This is an optimization exercise on Yosys and OpenROAD, whose aim is small area, not a production implementation.
In this exercise RTL edits were held to simulation tests only and were not proved equivalent to the original.
The flow treats the clock pin as an ideal source. Dropping or thinning the clock tree relies on that and would not hold on a real chip.

## v6
==> flow/design.v <==
`timescale 1ns / 1ps
module pulseDriver (
    input  wire [8:0] angle,
    input  wire       clk, rst_n,
    output reg        pulse
    );
    reg [6:0] r;
    reg [2:0] t;
    reg [8:0] k;
    reg       en;     
    reg       fire;   
    wire clr   = fire | ~rst_n;
    wire rwrap = r[6] & r[5] & r[1] & r[0];    
    wire twrap = t[2] & t[1];                  
    wire tinc  = en & rwrap;
    wire kinc  = tinc & twrap;
    wire [7:0] cr;
    wire [9:0] ck;
    wire [9:0] ge;
    assign cr[0] = en;
    assign ck[0] = kinc;
    assign ge[0] = 1'b0;
    wire [6:0] r_n = (clr | tinc) ? 7'd0 : r ^ cr[6:0];
    wire [2:0] t_n = clr ? 3'd3 : ~tinc ? t :
                     twrap ? 3'd0 : {t[2] ^ (t[1] & t[0]), t[1] ^ t[0], ~t[0]};
    wire [8:0] kk  = k ^ ck[8:0];               
    wire [8:0] k_n = clr ? 9'd440 : kk;
    genvar i;
    generate
        for (i = 0; i < 7; i = i + 1) begin : rc
            assign cr[i+1] = cr[i] & r[i];
        end
        for (i = 0; i < 9; i = i + 1) begin : kc
            assign ck[i+1] = ck[i] & k[i];
            assign ge[i+1] = (angle[i] & ~kk[i]) | ((angle[i] | ~kk[i]) & ge[i]);
        end
    endgenerate
    wire inr = ~angle[8] | (~angle[7] & ~angle[6] & ~angle[5] &
                            ~(angle[4] & angle[3] & angle[2] & angle[1]));   
    wire neg = kk[8] & kk[7];
    always @(posedge clk) begin
        r    <= r_n;
        t    <= t_n;
        k    <= k_n;
        en   <= rst_n & inr;
        fire <= ~clr & inr & ~neg & ~ge[9];
    end
    always @(posedge clk, negedge rst_n)
        if (~rst_n)
            pulse <= 1'b0;
        else
            pulse <= en & (pulse ^ fire);
endmodule
`timescale 1ns / 1ps
module servoDriver (
    input  wire [8:0] angle,
    output wire       servoPwm,
    input  wire       rst_n, clk
    );
    pulseDriver pd1 (.angle(angle), .clk(clk), .rst_n(rst_n), .pulse(servoPwm));
endmodule
export LEC_CHECK = 0
export CAP_MARGIN = 20
export CORE_AREA = 2 2 60 60
export DIE_AREA = 0 0 62.1 62.1
export GPL_ROUTABILITY_DRIVEN = 0
export GPL_TIMING_DRIVEN = 0
export PLACE_DENSITY = 0.95
export SLEW_MARGIN = 20
create_clock -name core_clock -period 12.0 [get_ports {clk}]
standard.sh (not shown) runs the stock make flow with config.mk's settings and CLKGATE_MAP_FILE= SYNTH_SCRIPT=/design/flow/synth_recipe.tcl, a recipe that flattens the netlist after the stock synthesis.
==> flow/flow/run.sh <==
#!/bin/bash
# Layout flow: the standard ORFS flow, with these changes to how the
# layout is made:
#  - synthesis maps with an area-only ABC script (flow/abc_area.script) and
#    without the hard adder cells, so the counters and comparator are mapped
#    as plain gates;
#  - the port buffers are the smallest buffer cell;
#  - the ports are all placed on the bottom edge, which keeps the
#    placement compact;
#  - the clock tree is one clkbuf_8 driving every register: CTS runs as usual
#    and flow/flatten_clk.tcl then folds its leaf buffers into the root.
# Each make step writes its full output to a log in this folder; ORFS's own
# per-step logs are under orfs/logs/.
set -euo pipefail
cd "$(dirname "$0")/.."
work=$PWD

rm -rf "$work/abc_scripts"
cp -r "$FLOW_HOME/scripts" "$work/abc_scripts"
cp "$work/flow/abc_area.script" "$work/abc_scripts/abc_area.script"

bash standard.sh SCRIPTS_DIR="$work/abc_scripts" ABC_AREA=1 ADDER_MAP_FILE= synth \
  > "$work/synth.log" 2>&1

bash standard.sh \
  BUFFER_PORTS_ARGS="-buffer_cell sky130_fd_sc_hd__buf_1" \
  CTS_ARGS="-sink_clustering_enable -repair_clock_nets -dont_use_dummy_load -buf_list sky130_fd_sc_hd__clkbuf_8" \
  PLACE_PINS_ARGS="-exclude left:* -exclude right:* -exclude top:*" \
  POST_CTS_TCL="$work/flow/flatten_clk.tcl" \
  finish > "$work/layout.log" 2>&1
==> flow/flow/abc_area.script <==
strash
dc2
dch -f
amap
mfs2
strash
dc2
dch -f
amap
mfs2
strash
dc2
dch -f
amap
topo
==> flow/flow/flatten_clk.tcl <==
# Replace the clock tree that CTS built with its root buffer alone: every
# leaf buffer's sinks move onto the root buffer's output net and the leaf
# buffers are removed. The root buffer is then sized to clkbuf_8.
set block [ord::get_db_block]
set root [$block findInst clkbuf_0_clk]
set root_net [[$root findITerm X] getNet]
foreach inst [$block getInsts] {
  set name [$inst getName]
  if { [string match clkbuf_*_clk $name] && $name ne "clkbuf_0_clk" } {
    set out_net [[$inst findITerm X] getNet]
    foreach it [$out_net getITerms] {
      if { [$it getInst] ne $inst } {
        $it disconnect
        $it connect $root_net
      }
    }
    odb::dbInst_destroy $inst
    odb::dbNet_destroy $out_net
  }
}
$root swapMaster [[ord::get_db] findMaster sky130_fd_sc_hd__clkbuf_8]
detailed_placement
estimate_parasitics -placement
The final layout from v6, which completed every stage, passed the timing, design-rule and antenna checks at the end of the flow.
Edits applied to the flow inputs when going from v6 to v7:
Settings: clearing GPL_ROUTABILITY_DRIVEN, which used to be 0; swapping 0.95 for 0.85 in PLACE_DENSITY; clearing GPL_TIMING_DRIVEN, which used to be 0.
--- a/flow/flow/run.sh
+++ b/flow/flow/run.sh
@@ -10 +10 @@
-#  - the clock tree is one clkbuf_8 driving every register: CTS runs as usual
+#  - the clock tree is one clkbuf_16 driving every register: CTS runs as usual
--- a/flow/flow/flatten_clk.tcl
+++ b/flow/flow/flatten_clk.tcl
@@ -3 +3 @@
-# buffers are removed. The root buffer is then sized to clkbuf_8.
+# buffers are removed. The root buffer is then sized to clkbuf_16.
@@ -21 +21 @@
-$root swapMaster [[ord::get_db] findMaster sky130_fd_sc_hd__clkbuf_8]
+$root swapMaster [[ord::get_db] findMaster sky130_fd_sc_hd__clkbuf_16]
Findings:
v7: done, clean on timing, DRC and antenna. Sum of routed wire length over all layers, v6 and v7: lower on v6. Routing usage on met1 for v7: 1.3 points up relative to v6. v7 against v6: post-layout minimum cycle time picked up an extra 0.069 ns, met2 routing resource usage after global routing shows no meaningful change. There was hardly any difference in worst hold slack between v7 and v6. Summary — met3 demand-to-capacity share in global routing, v7 relative to v6: higher, by 0.91 points. Looking at v6 and v7, the worst clock skew is a wash.

[re-timing with driven ports]
No port has a modelled driver above. Below, the same layouts with a new extraction and two added sets of constraints.
Step 1, drivers: a clkbuf_16 drives clk and a buf_2 each remaining input, both assumed.
Step 2 also shifts input and output timing later by t, the mid clock arrival at the registers, as if the neighbouring blocks saw the same clock.
a / b / c = no drivers / after step 1 / after step 2; a / b = the first two.
run | shift t [ns] | setup slack, ns | clock arrival spread, ns | worst register clock-pin slew, ns | worst slew at a driven data input, ns
v6 | 0.198 | 8.487 / 8.489 / 8.291 | 0.002 / 0.002 | 0.12 / 0.12 | 0.03
v7 | 0.173 | 8.418 / 8.424 / 8.251 | 0.003 / 0.003 | 0.08 / 0.08 | 0.03
After both steps setup and hold are still met in every run listed. For v6, which loses most, drivers alone change the setup slack by +0.002 ns; drivers and shift together by -0.196 ns.
